What follows belongs to an exercise in optimizing a design on an open flow for small area; a production flow would make more cautious choices.
Only simulation tests tie the RTL to the original design; equivalence was not proved.

==> flow/design.v <==
module tick_clock(CLOCK_50,rst,move_en);
input wire CLOCK_50;
input wire rst;
output wire move_en;
reg move_clock;
reg [11:0]count;
assign move_en = (count == 2499) && ~move_clock;
always @( posedge CLOCK_50 )
	begin
		if (rst)
		begin
			count <= 0;
			move_clock <= 1'b0;
		end
		else
		begin
		count <= count + 1;
		if(count == 2499)
		begin
			move_clock <= ~move_clock;
			count <= 0;
		end
		end
	end
	endmodule
module vga_time_generator(
input       clk,
input       rst,
input       pix_en,
input [11:0]h_disp,
input [11:0]h_fporch,
input [11:0]h_sync,
input [11:0]h_bporch,
input [11:0]v_disp,
input [11:0]v_fporch,
input [11:0]v_sync,
input [11:0]v_bporch,
output     vga_hs,
output     vga_vs,
output     vga_blank,
output  reg[11:0]CounterY,
output  reg[11:0]CounterX
);
wire [11:0]h_total;
assign h_total = h_disp+h_fporch+h_sync+h_bporch;
reg [11:0]h_counter;
reg VGA_HS_o;
reg VGA_BLANK_HS_o;
always @(posedge clk)begin
if (rst) h_counter <= 0;
else if (pix_en) begin
if (h_counter  < (h_total-1) ) h_counter <= h_counter+1;
else h_counter <= 0;
end
end
reg [1:0] h_next;
always @(*)begin
h_next = {VGA_BLANK_HS_o,VGA_HS_o};
case(h_counter)
                        0:h_next=2'b01;
                 h_fporch:h_next=2'b00;
          h_fporch+h_sync:h_next=2'b01;
 h_fporch+h_sync+h_bporch:h_next=2'b11;
endcase
end
always @(posedge clk)begin
if (rst) {VGA_BLANK_HS_o,VGA_HS_o} <= 2'b00;
else if (pix_en) {VGA_BLANK_HS_o,VGA_HS_o} <= h_next;
end
wire hs_en;
assign hs_en = pix_en & ~VGA_HS_o & h_next[0];
wire [11:0]v_total;
assign v_total = v_disp+v_fporch+v_sync+v_bporch;
reg [11:0]v_counter;
reg VGA_VS_o;
reg VGA_BLANK_VS_o;
always @(posedge clk)begin
if (rst) v_counter <= 0;
else if (hs_en) begin
if (v_counter < (v_total-1)) v_counter <= v_counter+1; 
else v_counter <= 0;
end
end
always @(posedge clk)begin
if (rst) {VGA_BLANK_VS_o,VGA_VS_o} <= 2'b00;
else if (hs_en)
case(v_counter)
                        0:{VGA_BLANK_VS_o,VGA_VS_o}<=2'b01;
                 v_fporch:{VGA_BLANK_VS_o,VGA_VS_o}<=2'b00;
          v_fporch+v_sync:{VGA_BLANK_VS_o,VGA_VS_o}<=2'b01;
 v_fporch+v_sync+v_bporch:{VGA_BLANK_VS_o,VGA_VS_o}<=2'b11;
endcase
end
assign vga_hs=VGA_HS_o;
assign vga_vs=VGA_VS_o;
assign vga_blank=VGA_BLANK_VS_o & VGA_BLANK_HS_o;
always @(posedge clk)begin
if (rst) CounterX <= 0;
else if (pix_en) begin
if(!VGA_BLANK_HS_o)CounterX <= 0;
else CounterX <= CounterX+1;
end
end
always @(posedge clk)begin
if (rst) CounterY <= 0;
else if (hs_en) begin
if(!VGA_BLANK_VS_o)CounterY <= 0;
else CounterY <= CounterY+1;
end
end
endmodule
module direction(CLOCK_50,rst,sw0, sw1, sw2, sw3,direction,reset);
input wire sw0,sw1,sw2,sw3;
input wire reset;
input CLOCK_50;
input rst;
output reg [2:0] direction;
always@(posedge CLOCK_50)
begin
if (rst)
		direction<=3'd0;
else if (~reset)
	begin
		if (~sw0)
		direction<=3'd1;
		else if (~sw1)
		direction<=3'd2;
		else if (~sw2)
		direction<=(3'd3);
		else if (~sw3)
		direction<=3'd4;
		else direction<=direction;
	end
else
		direction<=3'd0;
end
endmodule
module snakebody(CLOCK_50,rst,move_en,CounterX,CounterY,start,reset,head,sw0, sw1, sw2, sw3);
input wire start,reset;
wire [2:0] direction;
input CLOCK_50,rst,move_en;
input wire [11:0]CounterX;
input wire [11:0]CounterY;
output reg head;
reg [11:0]headX; 
reg [11:0]headY; 
input wire sw0, sw1, sw2, sw3;
direction dir(.CLOCK_50(CLOCK_50),.rst(rst),.sw0(sw0), .sw1(sw1), .sw2(sw2), .sw3(sw3),
			 .direction(direction),.reset(reset));
always @(posedge CLOCK_50)
begin
	if (rst)
		begin
			headX<=320;
			headY<=240;
		end
	else if (move_en)
	begin
	if(start && (~reset))
		begin
	case(direction) 
		3'd1:headX<=headX+5; 
		3'd2:headX<=headX-5; 
		3'd3:headY<=headY+5; 
		3'd4:headY<=headY-5; 
		default:
		begin
		headX<=headX;
		headY<=headY;
		end
	endcase
	end
	else if(~start || reset)
		begin
			headX<=320;
			headY<=240;
		end
	end
end
always @(posedge CLOCK_50)
begin
	if (rst)
		head<=1'b0;
	else
		head<=(CounterX>headX && CounterX<(headX+5)) && (CounterY>headY && CounterY<headY+5);
end
endmodule
module ESLab_VGA(CLOCK_50,RESET,VGA_R,VGA_G,VGA_B,VGA_BLANK_N,VGA_CLK,VGA_HS,VGA_SYNC_N,VGA_VS,
					  KEY,
					  SW,LEDR,LEDG
					  );
wire start,reset;
input 						CLOCK_50;
input 						RESET;
output		  [7:0]		VGA_B;
output		        		VGA_BLANK_N;
output 	reg	        	VGA_CLK;
output		  [7:0]		VGA_G;
output	         		VGA_HS;
output  	  [7:0]		VGA_R;
output	         		VGA_SYNC_N;
output		        		VGA_VS;
input [3:0]KEY;
input [1:0] SW;
output [1:0] LEDR;
output [3:0] LEDG;
wire move_en;
wire pix_en;
always @( posedge CLOCK_50 )
	if (RESET)
		VGA_CLK <= 1'b0;
	else
		VGA_CLK <= VGA_CLK + 1'b1;
assign pix_en = ~VGA_CLK;
wire [11:0] CounterX;
wire [11:0] CounterY;
reg border;
wire head,body;
wire sw0, sw1, sw2, sw3;
assign reset=SW[0];
assign start=SW[1];
assign LEDR=SW;
assign LEDG=KEY;
tick_clock tick(.CLOCK_50(CLOCK_50),.rst(RESET),.move_en(move_en));
vga_time_generator vga0(
	.clk      (CLOCK_50),
	.rst      (RESET),
	.pix_en   (pix_en),
	.h_disp   (12'd640),
	.h_fporch (12'd16),
	.h_sync   (12'd96),
	.h_bporch (12'd48),
	.v_disp   (12'd480),
	.v_fporch (12'd10),
	.v_sync   (12'd2),
	.v_bporch (12'd33),
	.vga_hs   (VGA_HS),
	.vga_vs   (VGA_VS),
	.vga_blank(VGA_BLANK_N),
	.CounterY(CounterY),
	.CounterX(CounterX)
);
snakebody snake(.CLOCK_50(CLOCK_50),.rst(RESET),.move_en(move_en),.CounterX(CounterX),.CounterY(CounterY),
					 .start(start),.reset(reset),.head(head),.sw0(KEY[0]), .sw1(KEY[1]), .sw2(KEY[2]), .sw3(KEY[3])
					 );
assign VGA_SYNC_N = 1;
assign VGA_B = 8'h00;
always@(posedge CLOCK_50)
begin
	if (RESET)
		border <= 1'b0;
	else
		border<= (CounterX>=0) && (CounterX<=20)||(CounterX>=620) && (CounterX<=640) ||(CounterY>=0) && (CounterY<=20) ||(CounterY>=460) && (CounterY<=480);
end
assign VGA_R = VGA_BLANK_N && border? 10'h0FF : 10'h010;
assign VGA_G = VGA_BLANK_N && head? 10'h0FF : 10'h010;
endmodule
==> flow/run.sh <==
#!/bin/bash
# synth_recipe.tcl (not shown) runs the flow's synth.tcl, then flattens the netlist and writes it again
# the make line also repeats each setting of config.mk as NAME=value (left out here)
make -C /OpenROAD-flow-scripts/flow DESIGN_CONFIG=/design/flow/config.mk WORK_HOME=/design/flow/orfs CLKGATE_MAP_FILE= SYNTH_SCRIPT=/design/flow/synth_recipe.tcl finish
==> flow/config.mk <==
export PLATFORM = sky130hd
export DESIGN_NAME = ESLab_VGA
export DESIGN_NICKNAME = ESLab_VGA
export VERILOG_FILES = /design/flow/design.v
export SDC_FILE = /design/flow/constraint.sdc
export NUM_CORES = 4
export LEC_CHECK = 0
export CAP_MARGIN = 20
export CORE_MARGIN = 2
export CORE_UTILIZATION = 40
export SLEW_MARGIN = 20
==> flow/constraint.sdc <==
create_clock -name core_clock -period 20.0 [get_ports {CLOCK_50}]
set_input_delay 4.0000 -clock core_clock [delete_from_list [all_inputs] [get_ports {CLOCK_50}]]
set_output_delay 4.0000 -clock core_clock [all_outputs]
set_load 0.01 [all_outputs]
==> impl_metrics.env <==
export IMPL_p_leak_uw=0.00282
export IMPL_diodes=0
export IMPL_num_vias=5514
export IMPL_swShare_pct=23.9
export IMPL_peakVddDrop_v=0.0000322
export IMPL_netlist_area_mm2=0.00658
export IMPL_tightest_slew_ns=0.997
export IMPL_syn_inst=823
export IMPL_area_delta_synth_final_pct=9.32
export IMPL_cp_start_kind="input pin"
export IMPL_final_util_pct=45.0
export IMPL_holdBufCountCts=0
export IMPL_viasPerCell=5.33
export IMPL_track_usage_pct=16.7
export IMPL_cp_common_cell="clkdlybuf4s50_1"
export IMPL_max_slew_margin_pct=33.2
export IMPL_synth_seq_cells=95
export IMPL_fin_crit_ns=9.08
export IMPL_numCtsBuffers=9
export IMPL_grt_max_degree=45
export IMPL_setup_viol=0
export IMPL_synth_edf_count=0
export IMPL_die_area_mm2=0.0175
export IMPL_clock_sinks=95
export IMPL_grt_pass1_wl_mm=24.3
export IMPL_tns_ns=0
export IMPL_mostFrequentLayoutCells="107 x nor2_1, 95 x dfxtp_1, 63 x ha_1"
export IMPL_finClkSkew_ns=0.00803
export IMPL_chipHeight_um=132
export IMPL_fmax_mhz=110
export IMPL_grt_pass1_vias=4974
export IMPL_hold_class="reg -> reg"
export IMPL_htreeDepth=3
export IMPL_clk_insertion_delay_late_ns=0.35
export IMPL_drv_slew=0
export IMPL_power_density_mw_per_mm2=57.5
export IMPL_dp_cells=1020
export IMPL_rsz0062_at_grt="false"
export IMPL_arrival_ns=5.08
export IMPL_ant_nets=0
export IMPL_yosys_warnings=5
export IMPL_cts_tree="built"
export IMPL_avgSynthCellArea_um2=8.00
export IMPL_p_sw_uw=98.9
export IMPL_max_cap_violations=0
export IMPL_intPower_uw=315
export IMPL_drc=0
export IMPL_status="complete, no violations"
export IMPL_dieWidth_um=132
export IMPL_drive_gt1_share_pct=3.54
export IMPL_seqPwrFrac_pct=47.7
export IMPL_total_power_uw=414
export IMPL_fin_cells=1035
export IMPL_final_common_cell="nor2_1"
export IMPL_cts_max_path_buffers=2
export IMPL_hold_viol=0
export IMPL_grt_antenna_before_repair=0
export IMPL_cpPeakStageDelay_ns=0.56
export IMPL_holdWs_ns=0.458
export IMPL_r2r_slack_ns=16.43
export IMPL_fin_crit_sh_pct=45.4
export IMPL_crit_buf_inv=2
export IMPL_core_area_mm2=0.0160
export IMPL_crit_fanout=4
export IMPL_row_count=46
export IMPL_finish_net_count=886
export IMPL_io_pins=43
export IMPL_root_buffer="clkbuf_16"
export IMPL_initial_utilization_pct=41.1
export IMPL_critPathRequiredTime_ns=16.00
export IMPL_cts_repair_resized=0
export IMPL_finalWirelength_mm=14.5
export IMPL_critPathSlowestCell="clkdlybuf4s50_1"
export IMPL_place_congestion=0.845
export IMPL_endpoint_kind="primary output"
export IMPL_path_delay_family="buffers and inverters"
export IMPL_dp_hpwl_mm=10.7
export IMPL_drt_pre_antenna_iters=5
export IMPL_ys_types=64
export IMPL_async_flop_share_pct=0
export IMPL_clkSlewWorstSetupHoldPaths_ns=0.06
export IMPL_power_frac_clock_pct=43.4
export IMPL_portBuffers=31
export IMPL_drt_iter0_markers=278
export IMPL_path_cells="clkdlybuf4s50_1 > clkdlybuf4s50_1"
export IMPL_overflow=0
export IMPL_cts_setup_buffers=0
export IMPL_ys_flop_type="dfxtp_1"
export IMPL_wl_per_cell_um=14.0
export IMPL_critical_path_class="in -> out"
export IMPL_combinationalPowerShare_pct=8.9
export IMPL_seq_area_frac_synth_pct=28.9
[path summary, 6_finish.rpt]
kind / from / end / cells after the start
max: SW[0] / LEDR[0] / 2
min reg2reg: tick.count[0] / tick.count[0] / 1
min: tick.count[0] / tick.count[0] / 1
max reg2reg: snake.headY[0] / snake.head / 11
[cell type report]
| cell class | instances | area (um2) |
|---|---|---|
| Fill cell | 1642 | 8810 |
| Multi-Input combinational cell | 631 | 4210 |
| Sequential cell | 95 | 1900 |
| Timing Repair Buffer | 36 | 348 |
| Clock buffer | 13 | 270 |
| Tap cell | 216 | 270 |
| Inverter | 42 | 158 |
| Clock inverter | 2 | 38.8 |
[cells in the mapped netlist, types with 11 or more instances]
cell	number	area, um2
nor2_1	107	402
dfxtp_1	95	1900
ha_1	63	788
nand2_1	49	184
inv_1	42	158
a21oi_1	41	205
xor2_1	39	342
xnor2_1	35	307
o21ai_0	32	160
buf_4	30	225
nand3_1	29	145
clkbuf_1	25	93.8
nand4_1	24	150
and3_1	18	113
nor3_1	18	90.1
nor4_1	15	93.8
nor2b_1	11	68.8
[sequential cells by signal (all words and copies together), names as in the netlist, 3 cells and up]
register	flops
snake.dir.direction	3
snake.headX	12
snake.headY	12
tick.count	12
vga0.CounterX	12
vga0.CounterY	12
vga0.h_counter	12
vga0.v_counter	12
[power by group through the flow]
stage / Combinational [uW] / Sequential [uW] / Clock [uW]
detailed placement: 37.1 / 202 / 0
floorplan: 28.6 / 200 / 0
global route: 41.5 / 198 / 192
global placement: 36.9 / 202 / 0
CTS: 37.3 / 197 / 185
finish: 36.9 / 197 / 179
[through the flow]
stage | instance area, um2 | worst slack, ns
CTS | 7190 | 10.90
global placement | 6890 | 10.93
detailed placement | 6890 | 10.90
global route | 7190 | 10.89
finish | 7190 | 10.92
floorplan | 6620 | 11.88
[kinds of logic after synthesis]
logic type	Yosys count	synth area share, %
simple gates	324	25.2
compound gates	151	14.9
buf+inv	106	7.89
flops	95	28.9
xor+xnor	74	9.85
fa+ha+maj	63	12.0
mux	8	1.22
other cells	2	0.114
[metal layers]
| layer | routed length (um) | global-route usage (%) |
|---|---|---|
| met4 | 399 | 8.30 |
| met2 | 6140 | 25.6 |
| met5 | 0 | 0 |
| met3 | 520 | 1.96 |
| met1 | 7470 | 23.3 |

## what the ideal ports hide
In the flow no input, the clock included, has a driving cell. The finished layout below was timed again as built, in two steps.
Step 1 (the two cells are an assumption about what drives the block):
set clk [get_ports {CLOCK_50}]
set_driving_cell -lib_cell sky130_fd_sc_hd__clkbuf_16 $clk
set_driving_cell -lib_cell sky130_fd_sc_hd__buf_2 [delete_from_list [all_inputs] $clk]
Step 2 times the ports against the registers' clock, not the clock port: input delays grow and output delays shrink by t, the midpoint of the rising clock arrivals with the driver on.
a / b / c = ideal ports / drivers / drivers and shift; a / b = the first two.
t, ns: 0.390
setup slack, ns: 10.919 / 10.886 / 10.886
latest minus earliest clock arrival (ns): 0.008 / 0.008
After both steps setup and hold are still met in this run. For this run, drivers alone change the setup slack by -0.033 ns; drivers and shift together by -0.033 ns.
